What follows belongs to an exercise in optimizing a design on an open flow for a short achievable clock period and few clock cycles; a production flow would make more cautious choices. Where RTL was checked, it was by simulation tests only, not by an equivalence proof against the original.

## branch juniper
Design MIPSProcessor, start of the top module:
module MIPSProcessor (
    input    wire               clk, rst,
    output   wire    [31:0]     imem_addr,
    input    wire    [31:0]     imem_rdata,
    output   wire    [31:0]     dmem_addr,
    output   wire    [31:0]     dmem_wdata,
    output   wire               dmem_we,
    input    wire    [31:0]     dmem_rdata
);
For scale: about 6600 cells after synthesis, ~160 I/O pins, roughly 0.088 mm^2 of cells after synthesis.
export LEC_CHECK = 0
export ABC_CLOCK_PERIOD_IN_PS = 3000
export CAP_MARGIN = 20
export CELL_PAD_IN_SITES_DETAIL_PLACEMENT = 1
export CELL_PAD_IN_SITES_GLOBAL_PLACEMENT = 1
export CORE_MARGIN = 2
export CORE_UTILIZATION = 50
export CTS_BUF_LIST = sky130_fd_sc_hd__clkbuf_16
export CTS_CLUSTER_DIAMETER = 100
export CTS_CLUSTER_SIZE = 25
export SETUP_SLACK_MARGIN = 5
export SLEW_MARGIN = 20
create_clock -name core_clock -period 12.0 [get_ports {clk}]
standard.sh (not shown) runs the stock make flow with config.mk's settings and CLKGATE_MAP_FILE= SYNTH_SCRIPT=/design/flow/synth_recipe.tcl, a recipe that flattens the netlist after the stock synthesis.
==> flow/flow/run.sh <==
#!/bin/bash
# The standard layout, with timing repair aiming past the 12 ns clock:
# repair_timing treats any path with less than SETUP_SLACK_MARGIN of slack
# as failing, so it keeps sizing and buffering the longest paths.
set -euo pipefail
bash standard.sh SETUP_SLACK_MARGIN=8.3 finish > standard_flow.log 2>&1
Ran to the end and failed final checks on max-capacitance violations, max-slew violations: branch juniper.
## Diff of input files: branch maple against branch juniper
--- a/flow/design.v
+++ b/flow/design.v
@@ -978,13 +978,13 @@
 reg  [31:0] resM, sdM, addrM;
 reg         wenW;
 reg  [4:0]  dstW;
 reg  [31:0] resW;
 reg  [31:0] rf [0:31];
 reg  [31:0] rfv;
-wire        stallD, redirE;
+wire        stallD, redirD, redirE;
 wire [31:0] instF = imem_rdata;
 wire        jF    = (instF[31:26] == OP_J);
 wire [31:0] pc4F  = pcF + 32'd4;
 wire [8:0]  btLo  = {1'b0, pc4F[9:2]} + {1'b0, instF[7:0]};
 wire        bsF   = (instF[31:26] == OP_BEQ) & (instF[25:21] == instF[20:16]) &
                     (instF[15:8] == 8'd0) & ~btLo[8];
@@ -1004,25 +1004,24 @@
 wire isBeq = (opD == OP_BEQ);
 wire [4:0] dstD  = isR ? rdD : rtD;
 wire       wenD  = vD & (isR | isAdi | isLw) & (dstD != 5'd0);
 wire       useRs = vD & (isR | isAdi | isLw | isSw | isBeq) & (rsD != 5'd0);
 wire       useRt = vD & (isR | isSw | isBeq) & (rtD != 5'd0);
 wire       useImm = isAdi | isLw | isSw;
+wire       beqSame = isBeq & (rsD == rtD);
 wire       mulD  = isR & (fnD == 6'b011100);
 wire [1:0] aluD  = (isR & (fnD == 6'b100010)) ? 2'd1 :
                    (isR & (fnD == 6'b101010)) ? 2'd2 : 2'd0;
 wire [31:0] tgtD = pc4D + {immD[29:0], 2'b00};
 wire memE = ldE | swE;
 wire eldD = isLw & (rsD == 5'd0) & ~memE;
-wire esD  = vD & isSw & (rsD == 5'd0) & ~memE &
-            ~(useRt & ((wenE & (rtD == dstE)) | (wenM & (rtD == dstM))));
-wire esGo = esD & ~redirE;
 wire hazE   = wenE & (ldE | mulE);
 wire rsHit  = useRs & (rsD == dstE);
 wire rtHit  = useRt & (rtD == dstE);
 assign stallD = hazE & (rsHit | (rtHit & ~isSw));
+assign redirD = vD & beqSame & ~redirE;
 wire aME = useRs & wenE & (rsD == dstE);
 wire aWE = useRs & wenM & (rsD == dstM) & ~aME;
 wire bME = useRt & wenE & (rtD == dstE);
 wire bWE = useRt & wenM & (rtD == dstM) & ~bME;
 wire [31:0] rfA = (wenW & (dstW == rsD)) ? resW : (rf[rsD] & {32{rfv[rsD]}});
 wire [31:0] rfB = (wenW & (dstW == rtD)) ? resW : (rf[rtD] & {32{rfv[rtD]}});
@@ -1045,26 +1044,28 @@
 wire [31:0] mulP;
 mul_stage2 U_mul2 (.rows(mulRowsM), .p(mulP));
 assign dmem_addr  = addrM;
 assign dmem_wdata = sdM;
 assign dmem_we    = weM;
 assign resMnext = mulM ? mulP : ldM ? dmem_rdata : resM;
-wire [31:0] pcSlow = redirE ? tgtE : stallD ? pcF : pc4F;
-wire        useF   = (jF | bsF) & ~redirE & ~stallD;
-wire [31:0] tgtF   = jF ? {4'b0000, instF[25:0], 2'b00} : btF;
 always @(posedge clk) begin
     if (!rst) begin
         pcF <= 32'd0;
-    end else begin
-        pcF <= useF ? tgtF : pcSlow;
+    end else if (redirE) begin
+        pcF <= tgtE;
+    end else if (redirD) begin
+        pcF <= tgtD;
+    end else if (!stallD) begin
+        pcF <= jF  ? {4'b0000, instF[25:0], 2'b00} :
+               bsF ? btF : pc4F;
     end
 end
 always @(posedge clk or negedge rst) begin
     if (!rst) begin
         vD <= 1'b0;
-    end else if (redirE) begin
+    end else if (redirE | redirD) begin
         vD <= 1'b0;
     end else if (!stallD) begin
         vD <= ~(jF | bsF);
     end
 end
 always @(posedge clk) begin
@@ -1083,14 +1084,14 @@
         swE <= 1'b0; brE <= 1'b0;
     end else begin
         wenE <= wenD;
         ldE  <= isLw & ~eldD;
         eldE <= eldD;
         mulE <= mulD & wenD;
-        swE  <= isSw & ~esD;
-        brE  <= isBeq;
+        swE  <= isSw;
+        brE  <= isBeq & ~beqSame;
     end
 end
 always @(posedge clk) begin
     dstE <= dstD;
     aluE <= aluD;
     opAE <= opA;
@@ -1112,20 +1113,20 @@
     if (!rst) begin
         wenM <= 1'b0; ldM <= 1'b0; mulM <= 1'b0; weM <= 1'b0;
     end else begin
         wenM <= wenE;
         ldM  <= ldE;
         mulM <= mulE;
-        weM  <= swE | esGo;
+        weM  <= swE;
     end
 end
 always @(posedge clk) begin
     dstM     <= dstE;
     resM     <= aluOut;
-    sdM      <= esD ? rfB : fSXE ? resMnext : SD;
-    addrM    <= ((vD & eldD) | esD) ? immD : sumE;
+    sdM      <= fSXE ? resMnext : SD;
+    addrM    <= (vD & eldD) ? immD : sumE;
     mulRowsM <= mulRowsE;
 end
 always @(posedge clk or negedge rst) begin
     if (!rst) begin
         wenW <= 1'b0;
     end else begin
==> results.txt <==
branch maple: no failed stages, no open violations at the end. Post-synthesis net count delta (branch juniper -> branch maple): insignificant. Relative to branch juniper, via count has gone down in branch maple. [compare] base=branch juniper new=branch maple: largest clock skew in the final design +0.021 ns, global-route usage lower. Going from branch juniper to branch maple, fraction of standard cell area that is sequential grows by 0.53 points. Compared with branch juniper, branch maple instantiates a smaller number of standard cells. Of the two candidates, branch juniper has the worse routed wire length and branch maple the better one. Changes observed in branch maple relative to branch juniper: number of distinct standard cells referenced by the synthesized netlist decreased 2; headroom to the max-slew limit moved up.
Testbench counts of branch maple, summed over its fixed seeds: cycles 37,333.
No functional check of the RTL was part of branch juniper.

[re-timing with driven ports]
No port has a modelled driver above. Below, the same layouts with a new extraction and two added sets of constraints. Step 1, drivers: a clkbuf_16 drives clk and a buf_2 each remaining input, both assumed. Step 2 also shifts input and output timing later by t, the mid clock arrival at the registers, as if the neighbouring blocks saw the same clock. Slacks: ideal ports / drivers / drivers and shift; pairs: ideal ports / drivers.
run | t, ns | setup slack, ns | worst slew at a driven data input, ns | cell pins on the clock port's net
branch juniper | 0.845 | 7.506 / 7.564 / 6.720 | 0.06 | 1
branch maple | 0.832 | 8.103 / 8.103 / 7.368 | 0.07 | 1
For branch juniper, which loses most, drivers alone change the setup slack by +0.058 ns; drivers and shift together by -0.786 ns.
